Background: an optimization exercise with open tools, aiming at small area, a short achievable clock period and few clock cycles per item. Do not read the settings as production practice. Function was checked by simulation only, so behaviour that the tests miss may differ from the original.

Setup of run 1:
Design gcd, start of the top module:
module gcd( input [31:0] a_in,
            input [31:0] b_in,
            input start,
            input reset_n,
            input clk,
            output [31:0] result,
            output done);
For scale: roughly 780 cells after synthesis, roughly 100 I/O pins.
export LEC_CHECK = 0
export CAP_MARGIN = 20
export CORE_MARGIN = 2
export CORE_UTILIZATION = 40
export GPL_ROUTABILITY_DRIVEN = 0
export PLACE_DENSITY = 0.6
export SETUP_SLACK_MARGIN = 0.6
export SLEW_MARGIN = 20
create_clock -name core_clock -period 4.0 [get_ports {clk}]
standard.sh (not shown) runs the stock make flow with config.mk's settings and CLKGATE_MAP_FILE= SYNTH_SCRIPT=/design/flow/synth_recipe.tcl, a recipe that flattens the netlist after the stock synthesis.
==> flow/flow/run.sh <==
#!/bin/bash
# Standard ORFS layout, with the port buffers made of the smallest buffer
# cell and a clock tree without dummy loads.
set -euo pipefail
export BUFFER_PORTS_ARGS="-buffer_cell sky130_fd_sc_hd__buf_1"
export CTS_ARGS="-sink_clustering_enable -repair_clock_nets -dont_use_dummy_load -sink_clustering_size 80 -sink_clustering_max_diameter 400 -buf_list sky130_fd_sc_hd__clkbuf_16"
bash standard.sh > standard_flow.log 2>&1
Testbench counts of run 1, summed over its fixed seeds: cycles 53,893, items 2,400.
For run 2, these inputs were changed with respect to run 1:
# run 1
export LEC_CHECK = 0
export CAP_MARGIN = 20
export CORE_MARGIN = 2
export CORE_UTILIZATION = 40
export GPL_ROUTABILITY_DRIVEN = 0
export PLACE_DENSITY = 0.6
export SETUP_SLACK_MARGIN = 0.6
export SLEW_MARGIN = 20
create_clock -name core_clock -period 4.0 [get_ports {clk}]
# run 2
export LEC_CHECK = 0
export CAP_MARGIN = 20
export CORE_MARGIN = 2
export CORE_UTILIZATION = 40
export PLACE_DENSITY = 0.6
export SETUP_SLACK_MARGIN = 0.6
export SLEW_MARGIN = 20
create_clock -name core_clock -period 4.0 [get_ports {clk}]
==> flow/flow/run.sh <==
#!/bin/bash
# Standard ORFS layout, with the port buffers made of the smallest buffer
# cell, a clock tree without dummy loads, and downsizing of gates off the
# critical paths after global routing.
set -euo pipefail
export BUFFER_PORTS_ARGS="-buffer_cell sky130_fd_sc_hd__buf_1"
export CTS_ARGS="-sink_clustering_enable -repair_clock_nets -dont_use_dummy_load -sink_clustering_size 80 -sink_clustering_max_diameter 400 -buf_list sky130_fd_sc_hd__clkbuf_16"
export RECOVER_POWER=100
bash standard.sh > standard_flow.log 2>&1
Results
Although run 2 finished all stages, its layout failed final checks on max-capacitance violations, max-slew violations.
The clock-cell share of area of run 2 and that of run 1 are within noise of each other.
Run 1 ended up with fa_2 as its slowest library cell on the worst path; run 2 ended up with edfxtp_1.
The cell area of run 2 was superior to that of run 1.
#### Input delta (run 3 over run 2)
# run 2
export LEC_CHECK = 0
export CAP_MARGIN = 20
export CORE_MARGIN = 2
export CORE_UTILIZATION = 40
export PLACE_DENSITY = 0.6
export SETUP_SLACK_MARGIN = 0.6
export SLEW_MARGIN = 20
create_clock -name core_clock -period 4.0 [get_ports {clk}]
# run 3
export LEC_CHECK = 0
export CAP_MARGIN = 20
export CORE_MARGIN = 2
export CORE_UTILIZATION = 40
export PLACE_DENSITY = 0.6
export SETUP_SLACK_MARGIN = 0.6
export SLEW_MARGIN = 20
export TNS_END_PERCENT = 10
create_clock -name core_clock -period 4.0 [get_ports {clk}]
==> flow/flow/run.sh <==
#!/bin/bash
# Standard ORFS layout, with the port buffers made of the smallest buffer
# cell and a clock tree without dummy loads.
set -euo pipefail
export BUFFER_PORTS_ARGS="-buffer_cell sky130_fd_sc_hd__buf_1"
export CTS_ARGS="-sink_clustering_enable -repair_clock_nets -dont_use_dummy_load -sink_clustering_size 80 -sink_clustering_max_diameter 400 -buf_list sky130_fd_sc_hd__clkbuf_16"
bash standard.sh > standard_flow.log 2>&1
### Flow results
- Run 3 ran to completion and came out clean on the timing, DRC and antenna checks.
- Complete run, failing final checks: run 2, reason max-capacitance violations, max-slew violations.
- As far as total half-perimeter wirelength after legalization and detailed placement goes, run 3 and run 2 are indistinguishable; the numbers are identical.
- Compared with run 2, in run 3 setup slack went up 0.14 ns; length of routed wiring on met1 picked up an extra 2.2%.
- Summary — number of buffers inserted by post-CTS setup repair, run 3 relative to run 2: lower, by 5.
- Post-cts gate resize count is higher on run 2
- Between run 3 and run 2, the difference in sum of routed wire length over all layers is negligible.
Input-level comparison between run 4 and run 3:
# run 3
export LEC_CHECK = 0
export CAP_MARGIN = 20
export CORE_MARGIN = 2
export CORE_UTILIZATION = 40
export PLACE_DENSITY = 0.6
export SETUP_SLACK_MARGIN = 0.6
export SLEW_MARGIN = 20
export TNS_END_PERCENT = 10
create_clock -name core_clock -period 4.0 [get_ports {clk}]
# run 4
export LEC_CHECK = 0
export CAP_MARGIN = 20
export CORE_MARGIN = 2
export CORE_UTILIZATION = 45
export PLACE_DENSITY = 0.6
export SETUP_SLACK_MARGIN = 0.6
export SLEW_MARGIN = 20
create_clock -name core_clock -period 4.0 [get_ports {clk}]
### Flow results
- Looking at the reports, run 4 completed the entire flow and the layout it produced met the timing, DRC and antenna checks.
- Die area on run 4 is down relative to run 3.
- Setup clock skew after layout in run 4 is 0.0059 ns below run 3.
- Of the two values seen for timing startpoint of the critical path, a[29] was produced by run 3 and a[31] by run 4.
- Relative to run 3, the die outline width of run 4 is lower by 7.2 um.
### run 4 -> run 5
# run 4
export LEC_CHECK = 0
export CAP_MARGIN = 20
export CORE_MARGIN = 2
export CORE_UTILIZATION = 45
export PLACE_DENSITY = 0.6
export SETUP_SLACK_MARGIN = 0.6
export SLEW_MARGIN = 20
create_clock -name core_clock -period 4.0 [get_ports {clk}]
# run 5
export LEC_CHECK = 0
export CAP_MARGIN = 20
export CORE_MARGIN = 2
export CORE_UTILIZATION = 40
export PLACE_DENSITY = 0.6
export SETUP_SLACK_MARGIN = 0.7
export SLEW_MARGIN = 20
create_clock -name core_clock -period 4.0 [get_ports {clk}]
==> comparison <==
- In the reports for run 5 and run 4, the smaller post-synthesis to final-layout area growth belongs to run 4.
- Per the comparison of run 5 with run 4, global-route track usage on met2 moved down; die outline height moved up; routed wire length moved up.
- Going from run 4 to run 5, core utilization shrinks by 6.1 points.
- Post-placement worst setup slack: run 5 lower than run 4
- Clock skew delta for run 5 relative to run 4: 0.0082 ns higher
- Higher final design area excluding fillers was reported by run 5, not run 4.
- In the flow results for run 5 and run 4, the via count is larger on run 5.
- Smallest setup slack after layout delta (run 5 − run 4): unfavourable

==> separate check: timing with driven ports <==
The results above use ideal ports. As a check the final layouts listed here were re-extracted and re-timed, cells and wires unchanged. Step 1 assumes that a clkbuf_16 drives the clock port and a buf_2 every other input. Step 2 adds t to the input delays and takes it off the output delays; t is the mean of the earliest and latest rising clock arrival at the registers after step 1. Input paths then give back, and output paths get back, about the clock's delay inside the block. a / b / c = ideal ports / drivers / drivers and shift; a / b = the first two.
run | t (ns) | setup WS [ns] | latest minus earliest clock arrival (ns) | worst slew at a driven data input, ns
run 1 | 0.390 | 0.711 / 0.696 / 0.711 | 0.016 / 0.016 | 0.04
run 2 | 0.389 | 0.446 / 0.413 / 0.446 | 0.017 / 0.017 | 0.04
run 3 | 0.391 | 0.586 / 0.543 / 0.639 | 0.015 / 0.015 | 0.04
run 4 | 0.389 | 0.664 / 0.623 / 0.679 | 0.009 / 0.009 | 0.04
run 5 | 0.384 | 0.634 / 0.634 / 0.634 | 0.017 / 0.017 | 0.04
